What follows belongs to an exercise in optimizing a design on an open flow for small area, a short achievable clock period and few clock cycles per item; a production flow would make more cautious choices. The RTL was checked by simulation tests, not by an equivalence proof against the original design.

==> inputs of run A <==
## ntt_core
module ntt_core #(
    parameter WIDTH = 24
)(
    input  wire          clk,
    input  wire          rst_n,
    input  wire          start,
    output reg           done,
    output reg  [7:0]    ram_addr_a,
    output reg           ram_we_a,
    output wire [WIDTH-1:0] ram_wdata_a,
    input  wire [WIDTH-1:0] ram_rdata_a,
    output reg  [7:0]    ram_addr_b,
    output reg           ram_we_b,
    output wire [WIDTH-1:0] ram_wdata_b,
    input  wire [WIDTH-1:0] ram_rdata_b
);
    localparam [22:0] Q = 23'd8380417;
    localparam [10:0] PERM_RD = 11'd1036;    
    localparam [10:0] PERM_WR = 11'd1040;    
    localparam [10:0] LAST    = 11'd1279;    
    localparam [1:0] S_IDLE = 2'd0, S_RUN = 2'd1, S_DONE = 2'd2;
    reg [1:0]  state;
    reg [10:0] cyc;
    function [7:0] bitrev8(input [7:0] x);
        integer i;
        begin
            for (i = 0; i < 8; i = i + 1) bitrev8[i] = x[7-i];
        end
    endfunction
    function [7:0] elem(input [7:0] G, input [1:0] t);
        begin
            case (G[7:6])
                2'd0: elem = {t, G[5:0]};
                2'd1: elem = {G[5:4], t, G[3:0]};
                2'd2: elem = {G[5:2], t, G[1:0]};
                default: elem = {G[5:0], t};
            endcase
        end
    endfunction
    function [7:0] zk1(input [7:0] G);
        begin
            case (G[7:6])
                2'd0: zk1 = 8'd1;
                2'd1: zk1 = {5'd0, 1'b1, G[5:4]};
                2'd2: zk1 = {3'd0, 1'b1, G[5:2]};
                default: zk1 = {1'b0, 1'b1, G[5:0]};
            endcase
        end
    endfunction
  ...
clock: 10.0 ns
lec_check: 0
cap_margin: 20
core_margin: 2
core_utilization: 40
place_density: 0.6
setup_slack_margin: 5
slew_margin: 20
run.sh (not shown) runs the stock make flow with config.mk's settings and CLKGATE_MAP_FILE= SYNTH_SCRIPT=/design/flow/synth_recipe.tcl, a recipe that flattens the netlist after the stock synthesis.
==> run F (differences from run A) <==
--- a/flow/design.v
+++ b/flow/design.v
@@ -304,76 +304,30 @@
 module mont_mul (
     input  wire        clk,
     input  wire [22:0] a,
     input  wire [22:0] b,
     output reg  [22:0] res
 );
     localparam [23:0] Q = 24'd8380417;
-    localparam [45:0] K = 46'h2AAAAB000000;
-    wire [24:0] bx = {1'b0, b, 1'b0};
-    wire [45:0] row [0:12];
-    wire [11:0] neg;
-    genvar i;
-    generate
-        for (i = 0; i < 12; i = i + 1) begin : g_pp
-            wire b2 = bx[2*i+2];
-            wire b1 = bx[2*i+1];
-            wire b0 = bx[2*i];
-            wire one = b1 ^ b0;
-            wire two = (b2 & ~b1 & ~b0) | (~b2 & b1 & b0);
-            wire [23:0] mag = ({24{one}} & {1'b0, a}) | ({24{two}} & {a, 1'b0});
-            wire [23:0] y = mag ^ {24{b2}};
-            wire [24:0] r = {~b2, y};
-            assign neg[i] = b2;
-            if (i == 0) begin : g_r0
-                assign row[i] = {21'd0, r};
-            end else begin : g_ri
-                wire [46+2*i:0] sh = {21'd0, r, 1'b0, neg[i-1], {(2*i-2){1'b0}}};
-                assign row[i] = sh[45:0];
-            end
-        end
-    endgenerate
-    assign row[12] = K | ({45'd0, neg[11]} << 22);
-    function [91:0] csa(input [45:0] x, input [45:0] y, input [45:0] z);
-        reg [45:0] s, c;
-        begin
-            s = x ^ y ^ z;
-            c = (x & y) | (x & z) | (y & z);
-            csa = {s, c[44:0], 1'b0};
-        end
-    endfunction
-    wire [91:0] l1a = csa(row[0], row[1], row[2]);
-    wire [91:0] l1b = csa(row[3], row[4], row[5]);
-    wire [91:0] l1c = csa(row[6], row[7], row[8]);
-    wire [91:0] l1d = csa(row[9], row[10], row[11]);
-    wire [91:0] l2a = csa(l1a[91:46], l1a[45:0], l1b[91:46]);
-    wire [91:0] l2b = csa(l1b[45:0], l1c[91:46], l1c[45:0]);
-    wire [91:0] l2c = csa(l1d[91:46], l1d[45:0], row[12]);
-    wire [91:0] l3a = csa(l2a[91:46], l2a[45:0], l2b[91:46]);
-    wire [91:0] l3b = csa(l2b[45:0], l2c[91:46], l2c[45:0]);
-    wire [91:0] l4a = csa(l3a[91:46], l3a[45:0], l3b[91:46]);
-    wire [91:0] l5a = csa(l4a[91:46], l4a[45:0], l3b[45:0]);
-    reg [45:0] ps, pc;
+    reg [34:0] pl;
+    reg [33:0] ph;
     always @(posedge clk) begin
-        ps <= l5a[91:46];
-        pc <= l5a[45:0];
+        pl <= a * b[11:0];
+        ph <= a * b[22:12];
     end
-    wire [45:0] p  = ps + pc;
+    wire [45:0] p  = {11'd0, pl} + {ph, 12'd0};
     wire [22:0] lo = p[22:0];
-    wire [9:0]  sh = lo[22:13] + lo[9:0];             
-    wire [10:0] shc = {1'b0, lo[22:13]} + {1'b0, lo[9:0]};
-    wire [22:0] m  = 23'd0 - {sh, lo[12:0]};           
-    wire        s_zero = (lo[12:0] == 13'd0) && (sh == 10'd0);
-    wire        c  = !s_zero && (shc[10] || lo[9:0] == 10'd0);
+    wire [22:0] m  = 23'd0 - lo - {lo[9:0], 13'd0};
+    wire [23:0] lm = {1'b0, lo} + {1'b0, m};
     reg [22:0] hi_r, m_r;
     reg        c_r;
     always @(posedge clk) begin
         hi_r <= p[45:23];
         m_r  <= m;
-        c_r  <= c;
+        c_r  <= lm[23];
     end
     wire [23:0] t  = {1'b0, hi_r} + {1'b0, m_r} - {11'd0, m_r[22:10]} + {23'd0, c_r};
     wire [24:0] t2 = {1'b0, t} - {1'b0, Q};
     always @(posedge clk) res <= t2[24] ? t[22:0] : t2[22:0];
 endmodule
 `timescale 1ns / 1ps
 module ntt_core #(
@@ -508,63 +462,67 @@
                         state <= S_IDLE;
                         done  <= 1'b0;
                     end
                 end
             endcase
         end
     end
-    wire [10:0] x2   = cyc + 11'd2;
-    wire [8:0]  zg   = x2[1] ? (x2[10:2] - 9'd2) : (x2[10:2] - 9'd1);
+    wire [8:0]  zg   = x[1] ? (xk - 9'd2) : xk1;
     wire [7:0]  z1k  = zk1(zg[7:0]);
-    reg  [7:0]  zidx;
-    always @(posedge clk) zidx <= x2[1] ? {z1k[6:0], x2[0]} : z1k;
+    wire [7:0]  zidx = x[1] ? {z1k[6:0], x[0]} : z1k;
     wire [22:0] zreg;
     g1_rom u_rom (.clk(clk), .k(zidx), .z(zreg));
-    reg [3:0] ph;
-    reg       perm;
-    always @(posedge clk or negedge rst_n) begin
-        if (!rst_n) begin
-            ph   <= 4'b0001;
-            perm <= 1'b0;
-        end else if (state != S_RUN) begin
-            ph   <= 4'b0010;
-            perm <= 1'b0;
-        end else begin
-            ph   <= {ph[2:0], ph[3]};
-            if (cyc == PERM_RD - 11'd1) perm <= 1'b1;
-        end
-    end
+    wire [1:0] ph   = cyc[1:0];
+    wire       perm = (cyc >= PERM_RD);
     reg [22:0] rA, rB, dA, dB;
     reg [22:0] H1, H3, H0a, H0b, H2a, H2b;
     reg [22:0] wdA, wdB;
     assign ram_wdata_a = {1'b0, wdA};
     assign ram_wdata_b = {1'b0, wdB};
     always @(posedge clk) begin
-        if (perm || ph[1] || ph[2]) begin
+        if (perm || ph == 2'd1 || ph == 2'd2) begin
             rA <= ram_rdata_a[22:0];
             rB <= ram_rdata_b[22:0];
         end
-        dA <= rA;
-        if (perm || ph[2]) dB <= rB;
-        H1 <= wdA;
-        if (ph[1]) H3 <= wdB;
-        if (ph[0]) begin
+        if (perm || ph == 2'd2) begin
+            dA <= rA;
+            dB <= rB;
+        end
+        if (ph == 2'd1) begin
+            H1 <= wdA;
+            H3 <= wdB;
+        end
+        if (ph == 2'd0) begin
             H0a <= wdA;
             H2a <= wdB;
             H0b <= H0a;
             H2b <= H2a;
         end
     end
-    wire [22:0] mop = ({23{ph[0]}} & rA) | ({23{ph[1]}} & rB) |
-                      ({23{ph[2]}} & H1) | ({23{ph[3]}} & H3);
+    reg [22:0] mop;
+    always @(*) begin
+        case (ph)
+            2'd0: mop = rA;
+            2'd1: mop = rB;
+            2'd2: mop = H1;
+            default: mop = H3;
+        endcase
+    end
     wire [22:0] mp;
     mont_mul u_mul (.clk(clk), .a(mop), .b(zreg), .res(mp));
-    wire [22:0] bu = perm ? dB :
-                     (({23{ph[0]}} & dB) | ({23{ph[1]}} & H0b) |
-                      ({23{ph[2]}} & H2b) | ({23{ph[3]}} & dA));
+    reg [22:0] bu;
+    always @(*) begin
+        if (perm) bu = dB;
+        else case (ph)
+            2'd0: bu = dB;
+            2'd1: bu = H0b;
+            2'd2: bu = H2b;
+            default: bu = dA;
+        endcase
+    end
     wire [22:0] bv = perm ? 23'd0 : mp;
     wire [22:0] bsum, bdif;
     mod_add #(.WIDTH(23)) u_add (.a(bu), .b(bv), .q(Q), .res(bsum));
     mod_sub #(.WIDTH(23)) u_sub (.a(bu), .b(bv), .q(Q), .res(bdif));
     always @(posedge clk) begin
         wdA <= bsum;
         wdB <= bdif;
Settings changed: SETUP_SLACK_MARGIN 5 to not set.
==> qor summary <==
item                                                                           run F                     run A
Detailed Route WL                                                           196.7 mm                  228.9 mm
Final period demand of the worst path                                       9.085 ns                  5.008 ns
Highest attainable clock frequency                                         110.1 MHz                 199.7 MHz
Status                                                      timing/DRC/antenna clean  timing/DRC/antenna clean
Most frequently used cell type in the post-synthesis netlist  sky130_fd_sc_hd__inv_1  sky130_fd_sc_hd__nand2_1
Max stage delay on crit path                                                 0.71 ns                   0.49 ns
Initial core utilization                                                      40.35%                    40.37%
Count of filler cells inserted in the layout                                   11540                     11520
Number of nets in the layout                                                    6418                      6364
Routability cong.                                                              1.084                     1.026
Pre-antenna DRT Iters                                                              8                         9
Maximum number of pins on one net before global-route repair                     119                       123
Combined area of all synthesized cells                                   47710 sq um               47730 sq um
Number of flops mapped to enable cells by yosys                                  230                       184
Metal3 WL                                                                   16.78 mm                  22.77 mm
Routed vias                                                                    43450                     48040
Half-perimeter wire length of the detailed placement result                 148.3 mm                  150.1 mm
Testbench counts of run A, summed over its fixed seeds: cycles 30,744, transforms 24.
Testbench counts of run F, summed over its fixed seeds: cycles 30,744, transforms 24.

-- separate check: timing with driven ports --
How much do the figures lean on ideal ports? The routed layouts below were timed once more, with nothing changed but the port constraints.
Step 1 (the two cells are an assumption about what drives the block):
set clk [get_ports {clk}]
set_driving_cell -lib_cell sky130_fd_sc_hd__clkbuf_16 $clk
set_driving_cell -lib_cell sky130_fd_sc_hd__buf_2 [delete_from_list [all_inputs] $clk]
Step 2 also shifts input and output timing later by t, the mid clock arrival at the registers, as if the neighbouring blocks saw the same clock.
Three values: ideal ports, drivers, drivers and shift; two values: the first two.
| run | t, ns | slack for setup (ns) | hold WS [ns] | worst register clock-pin slew, ns | cell pins on the clock port's net |
|---|---|---|---|---|---|
| run A | 0.763 | 4.992 / 4.992 / 4.992 | 0.359 / 0.359 / 0.359 | 0.07 / 0.07 | 1 |
| run F | 0.709 | 0.915 / 0.915 / 0.915 | 0.404 / 0.404 / 0.404 | 0.07 / 0.07 | 1 |
After both steps setup and hold are still met in every run listed.
